Background: an optimization exercise with open tools, aiming at small area. Do not read the settings as production practice. The RTL was checked by simulation tests, not by an equivalence proof against the original design. No activity file was given, so power comes from the tool's default toggle rates.

Setup of rev 12:
==> module PharmacyMem, before the edit <==
module PharmacyMem(
    input [4:0] studentID ,
    input clk,
    input [1:0] mode ,  
    input [7:0] checkInTime,
    output reg [4:0] listOutput,
    output reg listBusy ,
    output reg ready,
    input rst  
	);
reg [3:0] last;           
reg [3:0] ptr;            
reg [12:0] slot [1:10];   
wire ins = (mode == 2'd2) && (last != 4'd10);
wire del = (mode == 2'd3) && (last != 4'd0);
function lt8(input [7:0] a, input [7:0] b);
	integer j;
	begin
		lt8 = 1'b0;
		for (j = 0; j < 8; j = j + 1)
			lt8 = (~a[j] & b[j]) | ((~a[j] | b[j]) & lt8);
	end
endfunction
wire [3:0] sel = mode[1] ? last : ptr;
reg  [7:0] rtime;
reg  [4:0] rid;
integer r;
always @* begin
	rtime = 8'd0;
	rid = 5'd0;
	for (r = 1; r <= 10; r = r + 1) begin
		rtime = rtime | ({8{last == r}} & slot[r][7:0]);
		rid = rid | ({5{sel == r}} & slot[r][12:8]);
	end
end
wire [12:0] rdata = {rid, rtime};
wire [12:0] newe = {studentID, checkInTime};
reg [12:0] a [1:10];
reg nza [1:10];
reg sw1, sw2;
reg [12:0] tq;
integer c, q;
always @* begin
	for (q = 1; q <= 10; q = q + 1) begin
		a[q] = (last == q - 1) ? newe : slot[q];
		nza[q] = ins && (last >= q - 1) && (|a[q][12:8]);
	end
	sw1 = nza[10] && lt8(a[10][7:0], a[5][7:0]);
	tq = a[5];
	if (sw1) begin a[5] = a[10]; a[10] = tq; nza[5] = 1'b1; end
	for (c = 4; c >= 1; c = c - 1) begin
		sw1 = nza[2*c+1] && lt8(a[2*c+1][7:0], a[c][7:0]);
		sw2 = nza[2*c] && (sw1 ? lt8(a[2*c][7:0], a[2*c+1][7:0])
		                       : lt8(a[2*c][7:0], a[c][7:0]));
		tq = a[c];
		if (sw1) begin a[c] = a[2*c+1]; a[2*c+1] = tq; end
		tq = a[c];
		if (sw2) begin a[c] = a[2*c]; a[2*c] = tq; end
		if (sw1 || sw2) nza[c] = 1'b1;
	end
end
reg [7:0] st [1:10];
reg nzd [1:10];
reg sl [1:4];
reg sr [1:4];
reg [7:0] tp;
integer p, k;
always @* begin
	for (k = 1; k <= 10; k = k + 1) begin
		st[k] = slot[k][7:0];
		nzd[k] = del && (k < last) && (|slot[k][12:8]);
	end
	st[1] = rdata[7:0];
	for (p = 1; p <= 4; p = p + 1) begin
		sl[p] = nzd[2*p] && lt8(st[2*p], st[p]) &&
		        (lt8(st[2*p], st[2*p+1]) || !nzd[2*p+1]);
		sr[p] = nzd[2*p+1] && lt8(st[2*p+1], st[p]) &&
		        lt8(st[2*p+1], st[2*p]);
		tp = st[p];
		if (sl[p]) begin st[p] = st[2*p]; st[2*p] = tp; end
		if (sr[p]) begin st[p] = st[2*p+1]; st[2*p+1] = tp; end
	end
end
reg [12:0] d [1:10];
reg [12:0] tz;
integer m;
always @* begin
	for (m = 1; m <= 10; m = m + 1) d[m] = a[m];
	if (mode == 2'd3) d[1] = rdata;
	for (m = 1; m <= 4; m = m + 1) begin
		tz = d[m];
		if (sl[m]) begin d[m] = d[2*m]; d[2*m] = tz; end
		if (sr[m]) begin d[m] = d[2*m+1]; d[2*m+1] = tz; end
	end
end
integer w;
always @(posedge clk) begin
	for (w = 1; w <= 10; w = w + 1) slot[w] <= d[w];
	if (rst) begin
		last <= 4'd0;
		ptr <= 4'd1;
		listBusy <= 1'b0;
		ready <= 1'b0;
		listOutput <= 5'd0;
	end else if (ins) begin
		last <= last + 4'd1;
		ptr <= 4'd1;
		listBusy <= 1'b0;
	end else if (del) begin
		last <= last - 4'd1;
		ptr <= 4'd1;
		listBusy <= 1'b0;
	end else if (mode == 2'd0) begin
		if (ptr <= last) begin
			listBusy <= 1'b1;
			ready <= 1'b0;
			listOutput <= rdata[12:8];
			ptr <= ptr + 4'd1;
		end else begin
			listBusy <= 1'b0;
			ready <= 1'b1;
			ptr <= 4'd1;
		end
	end
end
endmodule
export LEC_CHECK = 0
export ABC_AREA = 1
export CAP_MARGIN = 20
export CORE_MARGIN = 2
export CORE_UTILIZATION = 40
export GPL_TIMING_DRIVEN = 0
export SETUP_SLACK_MARGIN = 0
export SLEW_MARGIN = 20
create_clock -name core_clock -period 11.0 [get_ports {clk}]
standard.sh (not shown) runs the stock make flow with config.mk's settings and CLKGATE_MAP_FILE= SYNTH_SCRIPT=/design/flow/synth_recipe.tcl, a recipe that flattens the netlist after the stock synthesis.
==> flow/flow/run.sh <==
#!/bin/bash
# Standard ORFS layout (standard.sh), with one change: Yosys's ABC step maps
# the logic with the area-oriented script in flow/abc_area.script.
set -euo pipefail
work=$(pwd)
rm -rf "$work/scripts_abc"
cp -r "$FLOW_HOME/scripts" "$work/scripts_abc"
cp "$work/flow/abc_area.script" "$work/scripts_abc/abc_area.script"
cp "$work/flow/abc_area.script" "$work/scripts_abc/abc_speed.script"
sed "s#^make -C #make SCRIPTS_DIR=$work/scripts_abc -C #" standard.sh > standard_abc.sh
grep -q "SCRIPTS_DIR=" standard_abc.sh
bash standard_abc.sh > "$work/flow_make.log" 2>&1
==> flow/flow/abc_area.script <==
strash
dch
amap -m
topo
stime -c
buffer -c
upsize -c
dnsize -c
For rev 13, these inputs were changed with respect to rev 12:
-- flow/design.v --
<<< rev 12, line 24
endfunction
wire [3:0] sel = mode[1] ? last : ptr;
reg  [7:0] rtime;
reg  [4:0] rid;
integer r;
always @* begin
	rtime = 8'd0;
	rid = 5'd0;
	for (r = 1; r <= 10; r = r + 1) begin
		rtime = rtime | ({8{last == r}} & slot[r][7:0]);
		rid = rid | ({5{sel == r}} & slot[r][12:8]);
	end
end
wire [12:0] rdata = {rid, rtime};
wire [12:0] newe = {studentID, checkInTime};
reg [12:0] a [1:10];
reg nza [1:10];
reg sw1, sw2;
reg [12:0] tq;
integer c, q;
always @* begin
	for (q = 1; q <= 10; q = q + 1) begin
		a[q] = (last == q - 1) ? newe : slot[q];
		nza[q] = ins && (last >= q - 1) && (|a[q][12:8]);
	end
	sw1 = nza[10] && lt8(a[10][7:0], a[5][7:0]);
	tq = a[5];
	if (sw1) begin a[5] = a[10]; a[10] = tq; nza[5] = 1'b1; end
	for (c = 4; c >= 1; c = c - 1) begin
		sw1 = nza[2*c+1] && lt8(a[2*c+1][7:0], a[c][7:0]);
		sw2 = nza[2*c] && (sw1 ? lt8(a[2*c][7:0], a[2*c+1][7:0])
		                       : lt8(a[2*c][7:0], a[c][7:0]));
		tq = a[c];
		if (sw1) begin a[c] = a[2*c+1]; a[2*c+1] = tq; end
		tq = a[c];
		if (sw2) begin a[c] = a[2*c]; a[2*c] = tq; end
		if (sw1 || sw2) nza[c] = 1'b1;
	end
end
>>> rev 13, line 24
endfunction
wire [3:0] sel = mode[1] ? last : ptr;
reg  [12:0] rdata;
integer r;
always @* begin
	rdata = slot[1];
	for (r = 2; r <= 10; r = r + 1)
		if (sel == r) rdata = slot[r];
end
wire [12:0] newe = {studentID, checkInTime};
reg [12:0] a [1:10];
reg nza [1:10];
reg sw;
reg [12:0] tq;
integer c, q;
always @* begin
	for (q = 1; q <= 10; q = q + 1) begin
		a[q] = (q == last + 1) ? newe : slot[q];
		nza[q] = ins && (q <= last + 1) && (|a[q][12:8]);
	end
	for (c = 10; c >= 2; c = c - 1) begin
		sw = nza[c] && lt8(a[c][7:0], a[c/2][7:0]);
		tq = a[c/2];
		if (sw) begin a[c/2] = a[c]; a[c] = tq; nza[c/2] = 1'b1; end
	end
end
==> summary.txt <==
No stage failed in rev 13, and the final checks on the layout all came back clean.
In summary, rev 12 completed successfully, with a layout that passed the timing, DRC and antenna checks.
When rev 13 is measured against rev 12, its non-clock buffer count turns out 52 higher.
From rev 12 to rev 13 the numbers moved as follows: final net count +141; part of the total power dissipated in the clock network -2.6 points; via count +622; cell area after layout +13%.

==> separate check: timing with driven ports <==
No port has a modelled driver above. Below, the same layouts with a new extraction and two added sets of constraints. Step 1, drivers: a clkbuf_16 drives clk and a buf_2 each remaining input, both assumed. Step 2 also shifts input and output timing later by t, the mid clock arrival at the registers, as if the neighbouring blocks saw the same clock. Slacks: ideal ports / drivers / drivers and shift; pairs: ideal ports / drivers.
run | t (ns) | setup WS [ns] | worst setup path at the end | slew at the worst register clock pin (ns) | worst data-port slew with drivers (ns)
rev 12 | 0.516 | 0.303 / 0.299 / -0.218 | input to register | 0.07 / 0.07 | 0.09
rev 13 | 0.518 | 0.209 / 0.215 / -0.302 | input to register | 0.08 / 0.08 | 0.08
Met with ideal ports but missed after step 2: setup timing in rev 12 and rev 13. The setup slack of rev 12, which loses most, moves by -0.004 ns with the drivers and by -0.521 ns with both steps.
